What follows belongs to an exercise in optimizing a design on an open flow for small area; a production flow would make more cautious choices. At most, simulation tests tie the RTL to the original design; equivalence was not proved. Function not checked in run 2: the RTL went through the layout flow alone. The clock port is modelled as an ideal driver, which makes a skipped or thinned clock tree look cheaper than it is; a real chip needs a root buffer or a tree. No activity file was given, so power comes from the tool's default toggle rates.

## flow/design.v (module list and top-level ports; edited modules follow where they fit)
// module FIR: 907 lines
// module fa: 4 lines
// module mx: 3 lines
// module mx1: 3 lines
// module ctl: 4 lines
// module ha: 4 lines
// module aoi21: 3 lines
// module nand2: 3 lines
// module nor2: 3 lines
// module oai21: 3 lines
module FIR(
	input				clk,
	input				rst_n,
	input				clk_en,
	input  [15:0]	filter_in,
	output [15:0]	filter_out
);
  // ...
==> flow/flow/run.sh <==
#!/bin/bash
# Layout: the standard ORFS flow (standard.sh), with these changes passed to ORFS
# through its own variables and step hooks:
#  - the ports are buffered with the smallest buffer (buf_1) instead of the flow's default;
#  - clock tree synthesis uses clkbuf_8 buffers and inserts no dummy loads;
#  - useful skew: the output registers out[*] are clocked from the root of the clock tree
#    through a chain of delay cells (flow/skew_cts.tcl, after clock tree synthesis), which
#    gives the paths from the delay line into them more time; before clock tree synthesis
#    the same skew is given to the timing-driven steps as ideal clock latency
#    (flow/skew_pre.tcl).  The paths from out[*] to the ports have ample slack.
# The full output of the flow goes to flow.log in this folder; ORFS keeps each step's log
# under orfs/logs/.
set -euo pipefail
HERE=$(pwd)
export BUFFER_PORTS_ARGS="-buffer_cell sky130_fd_sc_hd__buf_1"
export CTS_ARGS="-sink_clustering_enable -repair_clock_nets -buf_list sky130_fd_sc_hd__clkbuf_8 -dont_use_dummy_load"
export SKEW_CHAIN="dlygate4sd3_1 dlygate4sd3_1 dlygate4sd3_1 clkbuf_8"
export SKEW_SEL_NDLY=1
export SKEW_IDEAL_NS=1.75
export PRE_FLOORPLAN_TCL=$HERE/flow/skew_pre.tcl
export POST_CTS_TCL=$HERE/flow/skew_cts.tcl
export SKIP_CTS_REPAIR_TIMING=1
bash standard.sh > flow.log 2>&1
==> flow/flow/skew_cts.tcl <==
# Hook after clock tree synthesis: clock the output registers out[*] through a chain of delay
# cells from the root of the clock tree, so the long path from the delay line into them gets
# more time (useful skew between registers; the paths from out[*] to the ports have room).
# Then legalize and repair timing as the CTS step would.
set block [ord::get_db_block]
set db [ord::get_db]
set flops {}
foreach inst [$block getInsts] {
  if { [string match "out*" [$inst getName]] && [string match "sky130_fd_sc_hd__df*" [[$inst getMaster] getName]] } {
    lappend flops $inst
  }
}
puts "skew: [llength $flops] output registers"
set pins {}
foreach f $flops { lappend pins [get_pins -of_objects [get_cells [$f getName]] -filter "name == CLK"] }
unset_clock_latency $pins
set root [$block findInst clkbuf_0_clk]
set prev [[$root findITerm X] getNet]
set cx 0
set cy 0
foreach f $flops {
  set loc [$f getLocation]
  set cx [expr {$cx + [lindex $loc 0]}]
  set cy [expr {$cy + [lindex $loc 1]}]
}
set cx [expr {int($cx / [llength $flops])}]
set cy [expr {int($cy / [llength $flops])}]
set chain {}
foreach c $::env(SKEW_CHAIN) { lappend chain sky130_fd_sc_hd__$c }
set i 0
foreach mname $chain {
  set inst [odb::dbInst_create $block [$db findMaster $mname] "skew_cell$i"]
  set net [odb::dbNet_create $block "skew_clk$i"]
  $net setSigType CLOCK
  [$inst findITerm A] connect $prev
  [$inst findITerm X] connect $net
  $inst setLocation $cx $cy
  $inst setPlacementStatus PLACED
  set prev $net
  incr i
}
set oldnets {}
foreach f $flops {
  set it [$f findITerm CLK]
  lappend oldnets [$it getNet]
  $it disconnect
  $it connect $prev
}
# clock buffers left without loads are removed
foreach n [lsort -unique $oldnets] {
  set nloads 0
  foreach it [$n getITerms] {
    if { [$it isInputSignal] } { incr nloads }
  }
  if { $nloads == 0 } {
    set drv [$n getFirstOutput]
    if { $drv != "NULL" } {
      set bi [$drv getInst]
      puts "skew: removing clock buffer [$bi getName] left without loads"
      odb::dbInst_destroy $bi
    }
    odb::dbNet_destroy $n
  }
}
# The select signals of the output registers' multiplexers (ld_o, hold_o) come from the
# clk_en input and the clr register, which are timed on the normal clock: delay each of
# them once, at its driver, instead of leaving the hold repair to pad every load.
foreach nname {ld_o hold_o} {
  set net [$block findNet $nname]
  if { $net == "NULL" } { continue }
  set loads {}
  foreach it [$net getITerms] {
    if { [$it isInputSignal] } { lappend loads $it }
  }
  set prev $net
  for {set k 0} {$k < $::env(SKEW_SEL_NDLY)} {incr k} {
    set inst [odb::dbInst_create $block [$db findMaster sky130_fd_sc_hd__dlygate4sd3_1] "skewsel_${nname}_c$k"]
    set n2 [odb::dbNet_create $block "skewsel_${nname}_n$k"]
    [$inst findITerm A] connect $prev
    [$inst findITerm X] connect $n2
    set drv [$net getFirstOutput]
    set loc [[$drv getInst] getLocation]
    $inst setLocation [lindex $loc 0] [lindex $loc 1]
    $inst setPlacementStatus PLACED
    set prev $n2
  }
  foreach it $loads {
    $it disconnect
    $it connect $prev
  }
}
global_connect
set_placement_padding -global \
  -left $::env(CELL_PAD_IN_SITES_DETAIL_PLACEMENT) \
  -right $::env(CELL_PAD_IN_SITES_DETAIL_PLACEMENT)
detailed_placement
estimate_parasitics -placement
report_clock_skew
report_checks -path_delay min -format end -group_path_count 60 -endpoint_path_count 1
report_checks -path_delay min -through [get_pins -of_objects [get_cells out*] -filter "name == D"] -format full -group_path_count 1
repair_timing_helper
detailed_placement
check_placement -verbose
report_checks -path_delay max -format end -group_path_count 3
report_checks -path_delay min -format end -group_path_count 3
==> flow/flow/skew_pre.tcl <==
# Hook before floorplanning: the output registers will be clocked late (see skew_cts.tcl);
# tell the timing-driven steps before clock tree synthesis about it as ideal clock latency.
set skew_pins {}
foreach inst [get_cells *] {
  set ref [get_property $inst ref_name]
  if { [string match "out*" [get_property $inst name]] && [string match "sky130_fd_sc_hd__df*" $ref] } {
    lappend skew_pins [get_pins -of_objects $inst -filter "name == CLK"]
  }
}
puts "skew: [llength $skew_pins] output registers get ideal clock latency $::env(SKEW_IDEAL_NS) ns"
set_clock_latency $::env(SKEW_IDEAL_NS) $skew_pins
==> flow/standard.sh <==
#!/bin/bash
# synth_recipe.tcl (not shown) runs the flow's synth.tcl, then flattens the netlist and writes it again
# the make line also repeats each setting of config.mk as NAME=value (left out here)
make -C /OpenROAD-flow-scripts/flow DESIGN_CONFIG=/design/flow/config.mk WORK_HOME=/design/flow/orfs CLKGATE_MAP_FILE= SYNTH_SCRIPT=/design/flow/synth_recipe.tcl "${@:-finish}"
==> flow/config.mk <==
export PLATFORM = sky130hd
export DESIGN_NAME = FIR
export DESIGN_NICKNAME = FIR
export VERILOG_FILES = /design/flow/design.v
export SDC_FILE = /design/flow/constraint.sdc
export NUM_CORES = 4
export LEC_CHECK = 0
export CAP_MARGIN = 20
export CORE_MARGIN = 2
export CORE_UTILIZATION = 40
export HOLD_SLACK_MARGIN = 0.1
export SLEW_MARGIN = 20
export SYNTH_HIERARCHICAL = 1
==> flow/constraint.sdc <==
create_clock -name core_clock -period 6.0 [get_ports {clk}]
set_input_delay 1.2000 -clock core_clock [delete_from_list [all_inputs] [get_ports {clk}]]
set_output_delay 1.2000 -clock core_clock [all_outputs]
set_load 0.01 [all_outputs]
==> impl_metrics.json, run 1 <==
{
  "status": "timing/DRC/antenna clean",
  "async_flop_share_pct": 0.5650,
  "drv_cap": 0,
  "clock-sinks": 177,
  "p_sw_uw": 836.3,
  "r2r-end": "out[14]",
  "power_frac_clock_pct": 24.4,
  "largestClassByArea": "multi-input combinational cells",
  "fmax_mhz": 178.5,
  "criticalPathCategory": "flop to flop",
  "leakage_uw": 0.006298,
  "p_clk_uw": 661,
  "power_frac_seq_pct": 46.9,
  "regArea_um2": 3550,
  "end_kind": "flop",
  "synth_top_family_by_area": "adder cells",
  "slew_violations": 0,
  "hp-class": "flop to flop",
  "hold_path_depth": 10,
  "yosys_warnings": 7,
  "total_power_uw": 2703,
  "synth-adder-area-share_pct": 39.09,
  "synth_xor_area_share_pct": 4.717,
  "p_sw_share_pct": 30.94,
  "start_util_pct": 40.38,
  "synthMuxAreaShare_pct": 0,
  "dp_hpwl_mm": 20.35,
  "gp_congestion": 0.7820,
  "skew_ns": 1.718,
  "ys_seq_area_share_pct": 28.97,
  "crit_top_cell": "fa_1",
  "synth_ff_type": "dfxtp_1",
  "crit_path_max_fanout": 7,
  "reg2reg_from": "d4[1]",
  "fin_util_pct": 44.46,
  "stdcell_area_um2": 13490,
  "hold_violations": 0,
  "worst_skew_pair.late_latency_ns": 2.15,
  "cp.depth": 28,
  "power_frac_comb_pct": 28.6,
  "fp.dieH_um": 179.0,
  "dp_slack_ns": 0.7113,
  "grt_pass1_wl_mm": 42.21,
  "via_per_inst": 5.214
}
==> inputs of run 2 (changes only) <==
--- a/flow/design.v
+++ b/flow/design.v
@@ -600,114 +600,122 @@
 wire k828 = (c778 & s779) | (c778 & k827) | (s779 & k827);
 wire k829 = (c780 & s781) | (c780 & k828) | (s781 & k828);
 wire k830 = (c782 & s783) | (c782 & k829) | (s783 & k829);
 wire k831 = (c784 & s785) | (c784 & k830) | (s785 & k830);
 wire k832 = (c786 & s787) | (c786 & k831) | (s787 & k831);
 wire k833 = (c788 & s789) | (c788 & k832) | (s789 & k832);
 wire k834 = (c790 & s791) | (c790 & k833) | (s791 & k833);
 wire k835 = (c792 & s793) | (c792 & k834) | (s793 & k834);
-wire k836 = (c794 & s795) | (c794 & k835) | (s795 & k835);
-wire k837 = (c796 & s797) | (c796 & k836) | (s797 & k836);
-wire s838, c839; ha us838 (.a(c798), .b(s799), .s(s838), .co(c839));
-wire s840, c841; ha us840 (.a(c800), .b(s801), .s(s840), .co(c841));
-wire s842, c843; ha us842 (.a(c802), .b(s803), .s(s842), .co(c843));
-wire s844, c845; ha us844 (.a(c804), .b(s805), .s(s844), .co(c845));
-wire s846, c847; ha us846 (.a(c806), .b(s807), .s(s846), .co(c847));
-wire s848, c849; ha us848 (.a(c808), .b(s809), .s(s848), .co(c849));
-wire s850, c851; ha us850 (.a(c810), .b(s811), .s(s850), .co(c851));
-wire s852, c853; ha us852 (.a(c812), .b(s813), .s(s852), .co(c853));
-wire s854, c855; ha us854 (.a(c814), .b(s815), .s(s854), .co(c855));
-wire s856, c857; ha us856 (.a(c816), .b(s817), .s(s856), .co(c857));
-wire s858, c859; ha us858 (.a(c818), .b(s819), .s(s858), .co(c859));
-wire s860, c861; ha us860 (.a(c820), .b(s821), .s(s860), .co(c861));
-wire s862, c863; ha us862 (.a(c822), .b(s823), .s(s862), .co(c863));
-wire s864, c865; ha us864 (.a(c824), .b(s825), .s(s864), .co(c865));
-wire s866, c867; ha us866 (.a(c826), .b(1'b1), .s(s866), .co(c867));
-wire g868; aoi21 ug868 (.a(c839), .b(s838), .c(k837), .y(g868));
-wire g869; aoi21 ug869 (.a(c843), .b(s842), .c(c841), .y(g869));
-wire g870; nand2 ug870 (.a(s842), .b(s840), .y(g870));
-wire g871; aoi21 ug871 (.a(c847), .b(s846), .c(c845), .y(g871));
-wire g872; nand2 ug872 (.a(s846), .b(s844), .y(g872));
-wire g873; aoi21 ug873 (.a(c851), .b(s850), .c(c849), .y(g873));
-wire g874; nand2 ug874 (.a(s850), .b(s848), .y(g874));
-wire g875; aoi21 ug875 (.a(c855), .b(s854), .c(c853), .y(g875));
-wire g876; nand2 ug876 (.a(s854), .b(s852), .y(g876));
-wire g877; aoi21 ug877 (.a(c859), .b(s858), .c(c857), .y(g877));
-wire g878; nand2 ug878 (.a(s858), .b(s856), .y(g878));
-wire g879; aoi21 ug879 (.a(c863), .b(s862), .c(c861), .y(g879));
-wire g880; nand2 ug880 (.a(s862), .b(s860), .y(g880));
-wire g881; aoi21 ug881 (.a(c867), .b(s866), .c(c865), .y(g881));
-wire g882; nand2 ug882 (.a(s866), .b(s864), .y(g882));
-wire i883 = ~g868;
-wire g884; aoi21 ug884 (.a(c841), .b(s840), .c(i883), .y(g884));
-wire g885; oai21 ug885 (.a(g870), .b(g868), .c(g869), .y(g885));
-wire i886 = ~g871;
-wire g887; aoi21 ug887 (.a(c849), .b(s848), .c(i886), .y(g887));
-wire i888 = ~g872;
-wire g889; nand2 ug889 (.a(s848), .b(i888), .y(g889));
-wire g890; oai21 ug890 (.a(g874), .b(g871), .c(g873), .y(g890));
-wire g891; nor2 ug891 (.a(g874), .b(g872), .y(g891));
-wire i892 = ~g875;
-wire g893; aoi21 ug893 (.a(c857), .b(s856), .c(i892), .y(g893));
-wire i894 = ~g876;
-wire g895; nand2 ug895 (.a(s856), .b(i894), .y(g895));
-wire g896; oai21 ug896 (.a(g878), .b(g875), .c(g877), .y(g896));
-wire g897; nor2 ug897 (.a(g878), .b(g876), .y(g897));
-wire i898 = ~g879;
-wire g899; aoi21 ug899 (.a(c865), .b(s864), .c(i898), .y(g899));
-wire i900 = ~g880;
-wire g901; nand2 ug901 (.a(s864), .b(i900), .y(g901));
-wire g902; oai21 ug902 (.a(g882), .b(g879), .c(g881), .y(g902));
-wire g903; nor2 ug903 (.a(g882), .b(g880), .y(g903));
-wire g904; aoi21 ug904 (.a(c845), .b(s844), .c(g885), .y(g904));
-wire i905 = ~g885;
-wire g906; oai21 ug906 (.a(g872), .b(i905), .c(g871), .y(g906));
-wire g907; oai21 ug907 (.a(g889), .b(i905), .c(g887), .y(g907));
-wire g908; aoi21 ug908 (.a(g890), .b(g891), .c(g885), .y(g908));
-wire g909; aoi21 ug909 (.a(c861), .b(s860), .c(g896), .y(g909));
-wire g910; nand2 ug910 (.a(s860), .b(g897), .y(g910));
-wire i911 = ~g896;
-wire g912; oai21 ug912 (.a(g880), .b(i911), .c(g879), .y(g912));
-wire g913; nand2 ug913 (.a(i900), .b(g897), .y(g913));
-wire g914; oai21 ug914 (.a(g901), .b(i911), .c(g899), .y(g914));
-wire i915 = ~g901;
-wire g916; nand2 ug916 (.a(i915), .b(g897), .y(g916));
-wire g917; aoi21 ug917 (.a(g902), .b(g903), .c(g896), .y(g917));
-wire g918; nand2 ug918 (.a(g903), .b(g897), .y(g918));
-wire i919 = ~g908;
-wire g920; aoi21 ug920 (.a(c853), .b(s852), .c(i919), .y(g920));
-wire g921; oai21 ug921 (.a(g876), .b(g908), .c(g875), .y(g921));
-wire g922; oai21 ug922 (.a(g895), .b(g908), .c(g893), .y(g922));
-wire g923; aoi21 ug923 (.a(g896), .b(g897), .c(i919), .y(g923));
-wire g924; oai21 ug924 (.a(g910), .b(g908), .c(g909), .y(g924));
-wire i925 = ~g912;
-wire g926; oai21 ug926 (.a(g913), .b(g908), .c(i925), .y(g926));
-wire i927 = ~g914;
-wire g928; oai21 ug928 (.a(g916), .b(g908), .c(i927), .y(g928));
-wire g929; oai21 ug929 (.a(g918), .b(g908), .c(g917), .y(g929));
-wire g930; nand2 ug930 (.a(1'b1), .b(g929), .y(g930));
-wire Sax931 = s838 ^ k837;
-wire Sax932 = ~(s840 ^ g868);
-wire Sax933 = ~(s842 ^ g884);
-wire Sax934 = s844 ^ g885;
-wire Sax935 = ~(s846 ^ g904);
-wire Sax936 = s848 ^ g906;
-wire Sax937 = s850 ^ g907;
-wire Sax938 = ~(s852 ^ g908);
-wire Sax939 = ~(s854 ^ g920);
-wire Sax940 = s856 ^ g921;
-wire Sax941 = s858 ^ g922;
-wire Sax942 = ~(s860 ^ g923);
-wire Sax943 = s862 ^ g924;
-wire Sax944 = s864 ^ g926;
-wire Sax945 = s866 ^ g928;
-wire Sax946 = 1'b1 ^ g929;
-wire i947 = ~g930;
-wire [15:0] S = {Sax946, Sax945, Sax944, Sax943, Sax942, Sax941, Sax940, Sax939, Sax938, Sax937, Sax936, Sax935, Sax934, Sax933, Sax932, Sax931};
+wire s836, c837; ha us836 (.a(c794), .b(s795), .s(s836), .co(c837));
+wire s838, c839; ha us838 (.a(c796), .b(s797), .s(s838), .co(c839));
+wire s840, c841; ha us840 (.a(c798), .b(s799), .s(s840), .co(c841));
+wire s842, c843; ha us842 (.a(c800), .b(s801), .s(s842), .co(c843));
+wire s844, c845; ha us844 (.a(c802), .b(s803), .s(s844), .co(c845));
+wire s846, c847; ha us846 (.a(c804), .b(s805), .s(s846), .co(c847));
+wire s848, c849; ha us848 (.a(c806), .b(s807), .s(s848), .co(c849));
+wire s850, c851; ha us850 (.a(c808), .b(s809), .s(s850), .co(c851));
+wire s852, c853; ha us852 (.a(c810), .b(s811), .s(s852), .co(c853));
+wire s854, c855; ha us854 (.a(c812), .b(s813), .s(s854), .co(c855));
+wire s856, c857; ha us856 (.a(c814), .b(s815), .s(s856), .co(c857));
+wire s858, c859; ha us858 (.a(c816), .b(s817), .s(s858), .co(c859));
+wire s860, c861; ha us860 (.a(c818), .b(s819), .s(s860), .co(c861));
+wire s862, c863; ha us862 (.a(c820), .b(s821), .s(s862), .co(c863));
+wire s864, c865; ha us864 (.a(c822), .b(s823), .s(s864), .co(c865));
+wire s866, c867; ha us866 (.a(c824), .b(s825), .s(s866), .co(c867));
+wire s868, c869; ha us868 (.a(c826), .b(1'b1), .s(s868), .co(c869));
+wire g870; aoi21 ug870 (.a(c837), .b(s836), .c(k835), .y(g870));
+wire g871; aoi21 ug871 (.a(c841), .b(s840), .c(c839), .y(g871));
+wire g872; nand2 ug872 (.a(s840), .b(s838), .y(g872));
+wire g873; aoi21 ug873 (.a(c845), .b(s844), .c(c843), .y(g873));
+wire g874; nand2 ug874 (.a(s844), .b(s842), .y(g874));
+wire g875; aoi21 ug875 (.a(c849), .b(s848), .c(c847), .y(g875));
+wire g876; nand2 ug876 (.a(s848), .b(s846), .y(g876));
+wire g877; aoi21 ug877 (.a(c853), .b(s852), .c(c851), .y(g877));
+wire g878; nand2 ug878 (.a(s852), .b(s850), .y(g878));
+wire g879; aoi21 ug879 (.a(c857), .b(s856), .c(c855), .y(g879));
+wire g880; nand2 ug880 (.a(s856), .b(s854), .y(g880));
+wire g881; aoi21 ug881 (.a(c861), .b(s860), .c(c859), .y(g881));
+wire g882; nand2 ug882 (.a(s860), .b(s858), .y(g882));
+wire g883; aoi21 ug883 (.a(c865), .b(s864), .c(c863), .y(g883));
+wire g884; nand2 ug884 (.a(s864), .b(s862), .y(g884));
+wire g885; aoi21 ug885 (.a(c869), .b(s868), .c(c867), .y(g885));
+wire g886; nand2 ug886 (.a(s868), .b(s866), .y(g886));
+wire i887 = ~g870;
+wire g888; aoi21 ug888 (.a(c839), .b(s838), .c(i887), .y(g888));
+wire g889; oai21 ug889 (.a(g872), .b(g870), .c(g871), .y(g889));
+wire i890 = ~g873;
+wire g891; aoi21 ug891 (.a(c847), .b(s846), .c(i890), .y(g891));
+wire i892 = ~g874;
+wire g893; nand2 ug893 (.a(s846), .b(i892), .y(g893));
+wire g894; oai21 ug894 (.a(g876), .b(g873), .c(g875), .y(g894));
+wire g895; nor2 ug895 (.a(g876), .b(g874), .y(g895));
+wire i896 = ~g877;
+wire g897; aoi21 ug897 (.a(c855), .b(s854), .c(i896), .y(g897));
+wire i898 = ~g878;
+wire g899; nand2 ug899 (.a(s854), .b(i898), .y(g899));
+wire g900; oai21 ug900 (.a(g880), .b(g877), .c(g879), .y(g900));
+wire g901; nor2 ug901 (.a(g880), .b(g878), .y(g901));
+wire i902 = ~g881;
+wire g903; aoi21 ug903 (.a(c863), .b(s862), .c(i902), .y(g903));
+wire i904 = ~g882;
+wire g905; nand2 ug905 (.a(s862), .b(i904), .y(g905));
+wire g906; oai21 ug906 (.a(g884), .b(g881), .c(g883), .y(g906));
+wire g907; nor2 ug907 (.a(g884), .b(g882), .y(g907));
+wire i908 = ~g885;
+wire g909; nand2 ug909 (.a(1'b1), .b(i908), .y(g909));
+wire i910 = ~g886;
+wire g911; nand2 ug911 (.a(1'b1), .b(i910), .y(g911));
+wire g912; aoi21 ug912 (.a(c843), .b(s842), .c(g889), .y(g912));
+wire i913 = ~g889;
+wire g914; oai21 ug914 (.a(g874), .b(i913), .c(g873), .y(g914));
+wire g915; oai21 ug915 (.a(g893), .b(i913), .c(g891), .y(g915));
+wire g916; aoi21 ug916 (.a(g894), .b(g895), .c(g889), .y(g916));
+wire g917; aoi21 ug917 (.a(c859), .b(s858), .c(g900), .y(g917));
+wire g918; nand2 ug918 (.a(s858), .b(g901), .y(g918));
+wire i919 = ~g900;
+wire g920; oai21 ug920 (.a(g882), .b(i919), .c(g881), .y(g920));
+wire g921; nand2 ug921 (.a(i904), .b(g901), .y(g921));
+wire g922; oai21 ug922 (.a(g905), .b(i919), .c(g903), .y(g922));
+wire i923 = ~g905;
+wire g924; nand2 ug924 (.a(i923), .b(g901), .y(g924));
+wire g925; aoi21 ug925 (.a(g906), .b(g907), .c(g900), .y(g925));
+wire g926; nand2 ug926 (.a(g907), .b(g901), .y(g926));
+wire i927 = ~g916;
+wire g928; aoi21 ug928 (.a(c851), .b(s850), .c(i927), .y(g928));
+wire g929; oai21 ug929 (.a(g878), .b(g916), .c(g877), .y(g929));
+wire g930; oai21 ug930 (.a(g899), .b(g916), .c(g897), .y(g930));
+wire g931; aoi21 ug931 (.a(g900), .b(g901), .c(i927), .y(g931));
+wire g932; oai21 ug932 (.a(g918), .b(g916), .c(g917), .y(g932));
+wire i933 = ~g920;
+wire g934; oai21 ug934 (.a(g921), .b(g916), .c(i933), .y(g934));
+wire i935 = ~g922;
+wire g936; oai21 ug936 (.a(g924), .b(g916), .c(i935), .y(g936));
+wire g937; oai21 ug937 (.a(g926), .b(g916), .c(g925), .y(g937));
+wire g938; aoi21 ug938 (.a(c867), .b(s866), .c(g937), .y(g938));
+wire i939 = ~g937;
+wire g940; oai21 ug940 (.a(g886), .b(i939), .c(g885), .y(g940));
+wire g941; oai21 ug941 (.a(g911), .b(i939), .c(g909), .y(g941));
+wire Sax942 = ~(s840 ^ g888);
+wire Sax943 = s842 ^ g889;
+wire Sax944 = ~(s844 ^ g912);
+wire Sax945 = s846 ^ g914;
+wire Sax946 = s848 ^ g915;
+wire Sax947 = ~(s850 ^ g916);
+wire Sax948 = ~(s852 ^ g928);
+wire Sax949 = s854 ^ g929;
+wire Sax950 = s856 ^ g930;
+wire Sax951 = ~(s858 ^ g931);
+wire Sax952 = s860 ^ g932;
+wire Sax953 = s862 ^ g934;
+wire Sax954 = s864 ^ g936;
+wire Sax955 = s866 ^ g937;
+wire Sax956 = ~(s868 ^ g938);
+wire Sax957 = 1'b1 ^ g940;
+wire [15:0] S = {Sax957, Sax956, Sax955, Sax954, Sax953, Sax952, Sax951, Sax950, Sax949, Sax948, Sax947, Sax946, Sax945, Sax944, Sax943, Sax942};
 wire [15:0] d1_n;
 mx md1_n0 (.s1(ld), .a(d0[0]), .s0(hold), .b(d1[0]), .y(d1_n[0]));
 mx md1_n1 (.s1(ld), .a(d0[1]), .s0(hold), .b(d1[1]), .y(d1_n[1]));
 mx md1_n2 (.s1(ld), .a(d0[2]), .s0(hold), .b(d1[2]), .y(d1_n[2]));
 mx md1_n3 (.s1(ld), .a(d0[3]), .s0(hold), .b(d1[3]), .y(d1_n[3]));
 mx md1_n4 (.s1(ld), .a(d0[4]), .s0(hold), .b(d1[4]), .y(d1_n[4]));
 mx md1_n5 (.s1(ld), .a(d0[5]), .s0(hold), .b(d1[5]), .y(d1_n[5]));
 mx md1_n6 (.s1(ld), .a(d0[6]), .s0(hold), .b(d1[6]), .y(d1_n[6]));
--- a/flow/flow/run.sh
+++ b/flow/flow/run.sh
@@ -9,15 +9,14 @@
 #    the same skew is given to the timing-driven steps as ideal clock latency
 #    (flow/skew_pre.tcl).  The paths from out[*] to the ports have ample slack.
 # The full output of the flow goes to flow.log in this folder; ORFS keeps each step's log
 # under orfs/logs/.
 set -euo pipefail
 HERE=$(pwd)
 export BUFFER_PORTS_ARGS="-buffer_cell sky130_fd_sc_hd__buf_1"
 export CTS_ARGS="-sink_clustering_enable -repair_clock_nets -buf_list sky130_fd_sc_hd__clkbuf_8 -dont_use_dummy_load"
-export SKEW_CHAIN="dlygate4sd3_1 dlygate4sd3_1 dlygate4sd3_1 clkbuf_8"
-export SKEW_SEL_NDLY=1
-export SKEW_IDEAL_NS=1.75
+export SKEW_CHAIN="dlygate4sd3_1 dlygate4sd3_1 clkbuf_8"
+export SKEW_IDEAL_NS=1.15
 export PRE_FLOORPLAN_TCL=$HERE/flow/skew_pre.tcl
 export POST_CTS_TCL=$HERE/flow/skew_cts.tcl
 export SKIP_CTS_REPAIR_TIMING=1
 bash standard.sh > flow.log 2>&1
--- a/flow/flow/skew_cts.tcl
+++ b/flow/flow/skew_cts.tcl
@@ -34,65 +34,20 @@
   $net setSigType CLOCK
   [$inst findITerm A] connect $prev
   [$inst findITerm X] connect $net
   $inst setLocation $cx $cy
   $inst setPlacementStatus PLACED
   set prev $net
   incr i
 }
-set oldnets {}
 foreach f $flops {
   set it [$f findITerm CLK]
-  lappend oldnets [$it getNet]
   $it disconnect
   $it connect $prev
-}
-# clock buffers left without loads are removed
-foreach n [lsort -unique $oldnets] {
-  set nloads 0
-  foreach it [$n getITerms] {
-    if { [$it isInputSignal] } { incr nloads }
-  }
-  if { $nloads == 0 } {
-    set drv [$n getFirstOutput]
-    if { $drv != "NULL" } {
-      set bi [$drv getInst]
-      puts "skew: removing clock buffer [$bi getName] left without loads"
-      odb::dbInst_destroy $bi
-    }
-    odb::dbNet_destroy $n
-  }
-}
-# The select signals of the output registers' multiplexers (ld_o, hold_o) come from the
-# clk_en input and the clr register, which are timed on the normal clock: delay each of
-# them once, at its driver, instead of leaving the hold repair to pad every load.
-foreach nname {ld_o hold_o} {
-  set net [$block findNet $nname]
-  if { $net == "NULL" } { continue }
-  set loads {}
-  foreach it [$net getITerms] {
-    if { [$it isInputSignal] } { lappend loads $it }
-  }
-  set prev $net
-  for {set k 0} {$k < $::env(SKEW_SEL_NDLY)} {incr k} {
-    set inst [odb::dbInst_create $block [$db findMaster sky130_fd_sc_hd__dlygate4sd3_1] "skewsel_${nname}_c$k"]
-    set n2 [odb::dbNet_create $block "skewsel_${nname}_n$k"]
-    [$inst findITerm A] connect $prev
-    [$inst findITerm X] connect $n2
-    set drv [$net getFirstOutput]
-    set loc [[$drv getInst] getLocation]
-    $inst setLocation [lindex $loc 0] [lindex $loc 1]
-    $inst setPlacementStatus PLACED
-    set prev $n2
-  }
-  foreach it $loads {
-    $it disconnect
-    $it connect $prev
-  }
 }
 global_connect
 set_placement_padding -global \
   -left $::env(CELL_PAD_IN_SITES_DETAIL_PLACEMENT) \
   -right $::env(CELL_PAD_IN_SITES_DETAIL_PLACEMENT)
 detailed_placement
 estimate_parasitics -placement
 report_clock_skew
==> flow/config.mk (replaced) <==
export PLATFORM = sky130hd
export DESIGN_NAME = FIR
export DESIGN_NICKNAME = FIR
export VERILOG_FILES = /design/flow/design.v
export SDC_FILE = /design/flow/constraint.sdc
export NUM_CORES = 4
export LEC_CHECK = 0
export CAP_MARGIN = 20
export CORE_MARGIN = 2
export CORE_UTILIZATION = 40
export SLEW_MARGIN = 20
export SYNTH_HIERARCHICAL = 1
==> impl_metrics.json, run 2 <==
{
  "grtUsageTotal_pct": 17.12,
  "cts_tree": "done",
  "critPathSlowestCell": "fa_1",
  "crit_top_cell": "fa_1",
  "yosys.area_share.simple_pct": 4.494,
  "rrSetupSlack_ns": 0.35,
  "p_sw_uw": 839.1,
  "fin_crit_ns": 5.647,
  "yosys-top-cells-area": "dfxtp_1 (29%), fa_1 (28%), a22o_1 (13%), ha_1 (11%), a21oi_2 (2.7%)",
  "slew_violations": 0,
  "fp.dieH_um": 179.6,
  "setup_tns_ns": 0,
  "yosysUniqueCellTypes": 45,
  "drv_cap": 0,
  "num_vias": 8064,
  "synth-compound-area-share_pct": 20.98,
  "gp_congestion": 0.8132,
  "synth_ff_type": "dfxtp_1",
  "crit_chain": "ha_1 > ha_1 > o211ai_1 > a21oi_1 > o41ai_2 > a21oi_1 > a21o_1 > a221o_1 > xnor2_1 > fa_1 > fa_1 > fa_1 > fa_1 > fa_1 > ha_1 > a21oi_2 > o21ai_1 > a21oi_2 > o21ai_1 > inv_1 > o21ai_1 > inv_1 > a22o_1",
  "fin_ws_ns": 0.3533,
  "vdd.ir_drop.worst_uv": 125.4,
  "ys_top_cells_by_count": "a22o_1 (177), dfxtp_1 (176), fa_1 (173)",
  "crit_family": "adder cells",
  "drtIter0Drc": 426,
  "dp_slack_ns": 0.2488,
  "internal_power_uw": 1849,
  "final_cell_mix": "a22o_1 (177), dfxtp_1 (176), fa_1 (173), ha_1 (108), inv_1 (80)",
  "cp.required_ns": 7.50,
  "yosysTopAreaCellShare_pct": 28.57,
  "crit_start": "d4[1]",
  "max-slew-margin-rel_pct": 33.97,
  "r2r_cells": 23,
  "yosys.area.top_type": "dfxtp_1",
  "criticalPathCategory": "flop to flop",
  "critPathBufInv": 2,
  "synth_area_per_cell_um2": 11.86,
  "drcViolationCount": 0,
  "synth-edff-count": 0,
  "nFillCells": 2894,
  "die-width_um": 179.6,
  "powerDensity_nw_per_um2": 200.0,
  "synth_top_family_by_area": "adder cells",
  "skew_ns": 1.148,
  "wirelength_mm": 26.46,
  "via_per_inst": 5.355,
  "r2r-end": "out[15]",
  "p_sw_share_pct": 31.21,
  "worst_skew_pair.late_latency_ns": 1.60,
  "synth_cells": 1040,
  "leakage_uw": 0.006323,
  "wl_per_cell_um": 17.57,
  "power_frac_comb_pct": 28.1,
  "final_common_cell": "a22o_1",
  "die-area_um2": 32260,
  "overflow": 0,
  "grt_pass1_vias": 8297,
  "max_stage_delay_ns": 0.51,
  "grt_max_degree": 161,
  "hold-worst-slack_ns": 0.1208,
  "end_kind": "flop",
  "crit_path_max_fanout": 4,
  "grt_pass1_wl_mm": 43.84,
  "synth_seq_cells": 177,
  "regArea_um2": 3550,
  "yosys_warnings": 7,
  "rows": 64,
  "area_delta_synth_final_pct": 8.988,
  "ant_nets": 0,
  "cp-endpoint": "out[15]",
  "multi_input_area_um2": 8547,
  "reg2reg_from": "d4[1]",
  "first_pass_iters": 5,
  "setup.worst_path.start_class": "flop",
  "clk_pin_slew_ns": 0.10,
  "cp.depth": 23,
  "synth_nets": 1340,
  "synthMuxAreaShare_pct": 0,
  "async_flop_share_pct": 0.5650,
  "synth_xor_area_share_pct": 4.189,
  "port_buffers": 34,
  "core_um2": 30510,
  "hp-class": "flop to flop",
  "arrival_ns": 7.15,
  "fin_nets": 1412,
  "fmax_mhz": 177.1,
  "power_frac_clock_pct": 24.8,
  "status": "timing/DRC/antenna clean",
  "clock-sinks": 177,
  "syn-cell-area_um2": 12330,
  "dp_hpwl_mm": 20.84,
  "synth_most_common_cell": "a22o_1",
  "worst_slew_pin_slew_ns": 0.9868,
  "start_util_pct": 40.43,
  "hold_violations": 0,
  "boundaryPins": 35,
  "power_frac_seq_pct": 47.1,
  "n_antenna_cell": 0,
  "drive_gt1_share_pct": 8.649,
  "ys_seq_area_share_pct": 28.78,
  "period_share_pct": 94.11,
  "synth-adder-area-share_pct": 39.03,
  "finalSetupViolations": 0,
  "grt_antenna_before_repair": 0
}
==> run 2: cell count changes after synthesis, moves of 6 or more <==
cell / previous run / this run
a21oi_1: 13 / 19
nand2b_1: 8 / 2
nor2_1: 38 / 30
nor3_1: 1 / 9
o21ai_0: 16 / 10
xor2_1: 32 / 26
==> run 2: cells by family (layout without fill, tap and decap cells) <==
logic type / count (synthesis) / after routing
other: 2 / 2
adders and majority gates: 281 / 281
AOI/OAI and AO/OA: 324 / 324
buffers and inverters: 81 / 151
DFF: 177 / 177
xor gates and xnor gates: 59 / 59
and+or+nand+nor: 116 / 116
==> run 2: power by group through the flow <==
stage | registers, uW | logic (uW) | clock network (uW)
floorplan | 1280 | 600 | 0
global placement | 1290 | 752 | 0
detailed placement | 1290 | 762 | 0
global route | 1270 | 857 | 736
finish | 1270 | 756 | 667
==> run 2: final cells by class, clock buffers not listed <==
type | instances | share of cell area (%)
inverters | 80 | 2.234
repair buffers | 51 | 2.103
plain buffers | 3 | 0.2513
flip-flops and latches | 177 | 26.41
well taps | 396 | 3.686
multi-input cells | 782 | 63.58
==> run 2: per-module statistics from Yosys, one instance, submodules excluded <==
| module | flops+latches | times used | cells |
|---|---|---|---|
| fa | 0 | 173 | 1 |
| ctl | 0 | 1 | 2 |
| nand2 | 0 | 30 | 1 |
| mx | 0 | 176 | 1 |
| aoi21 | 0 | 38 | 1 |
| FIR | 177 | 1 | 496 |
| oai21 | 0 | 29 | 1 |
| nor2 | 0 | 6 | 1 |
| ha | 0 | 90 | 1 |
==> run 2: worst min-delay path by stage <==
stage | startpoint | end | slack, ns | cells past startpoint
6_report | d4[15] | out[15] | 0.12 | 7
5_1_grt | d4[15] | out[14] | 0.21 | 6
3_3_place_gp | clr | out[11] | -0.04 | 2
2_1_floorplan | clr | out[0] | -0.28 | 2
3_5_place_dp | clr | out[1] | -0.04 | 2
==> run 2: layer usage <==
metal | GRT usage, % | up-vias | share of wire (%)
met5 | 0 | - | 0
met2 | 29.15 | 87 | 51
met4 | 4.813 | 0 | 1.4
met1 | 22.59 | 4081 | 45
met3 | 2.755 | 25 | 2.2
li1 | - | 3871 | -
==> run 2: worst reg2reg max path: cells and delay by family (launching register included) <==
family / cells / cell delay (ns)
adder cells (fa/ha/maj): 8 / 3.12
XOR/XNOR: 1 / 0.41
buffers and inverters: 2 / 0.12
flip-flops: 1 / 0.34
AO/OA/AOI/OAI: 12 / 2.64
==> run 2: metrics by stage <==
step	total power (uW)	util [%]	instances	instance area, um^2
finish	2688	44.06	1506	13440
global route	2867	44.06	1506	13440
detailed placement	2056	42.98	1485	13110
global placement	2047	42.98	1485	13110
floorplan	1879	-	1040	12340

separate check: timing with driven ports:
The flow's constraints put no driver on any port. The routed layouts listed below were extracted and timed again, unchanged, in two steps. Step 1 sets driving cells, clkbuf_16 on the clock port and buf_2 on the other inputs (assumed; they add their load-dependent delay and slew). Step 2, shift: input delay + t, output delay - t, t = (earliest + latest rising clock arrival at the registers) / 2. This alone moves slack from input paths to output paths. a / b / c = ideal ports / drivers / drivers and shift; a / b = the first two.
run | t, ns | setup WS [ns] | worst setup path at the end | latest minus earliest clock arrival (ns) | worst register clock-pin slew, ns | cell pins on the clock port's net
run 1 | 1.337 | 0.398 / 0.398 / 0.398 | register to register | 1.718 / 1.718 | 0.10 / 0.10 | 1
run 2 | 1.074 | 0.353 / 0.353 / 0.353 | register to register | 1.148 / 1.148 | 0.11 / 0.11 | 1
In run 1 and run 2 the clock reaches the registers at very different times; t lies between them, and the last value is a rough guide only.
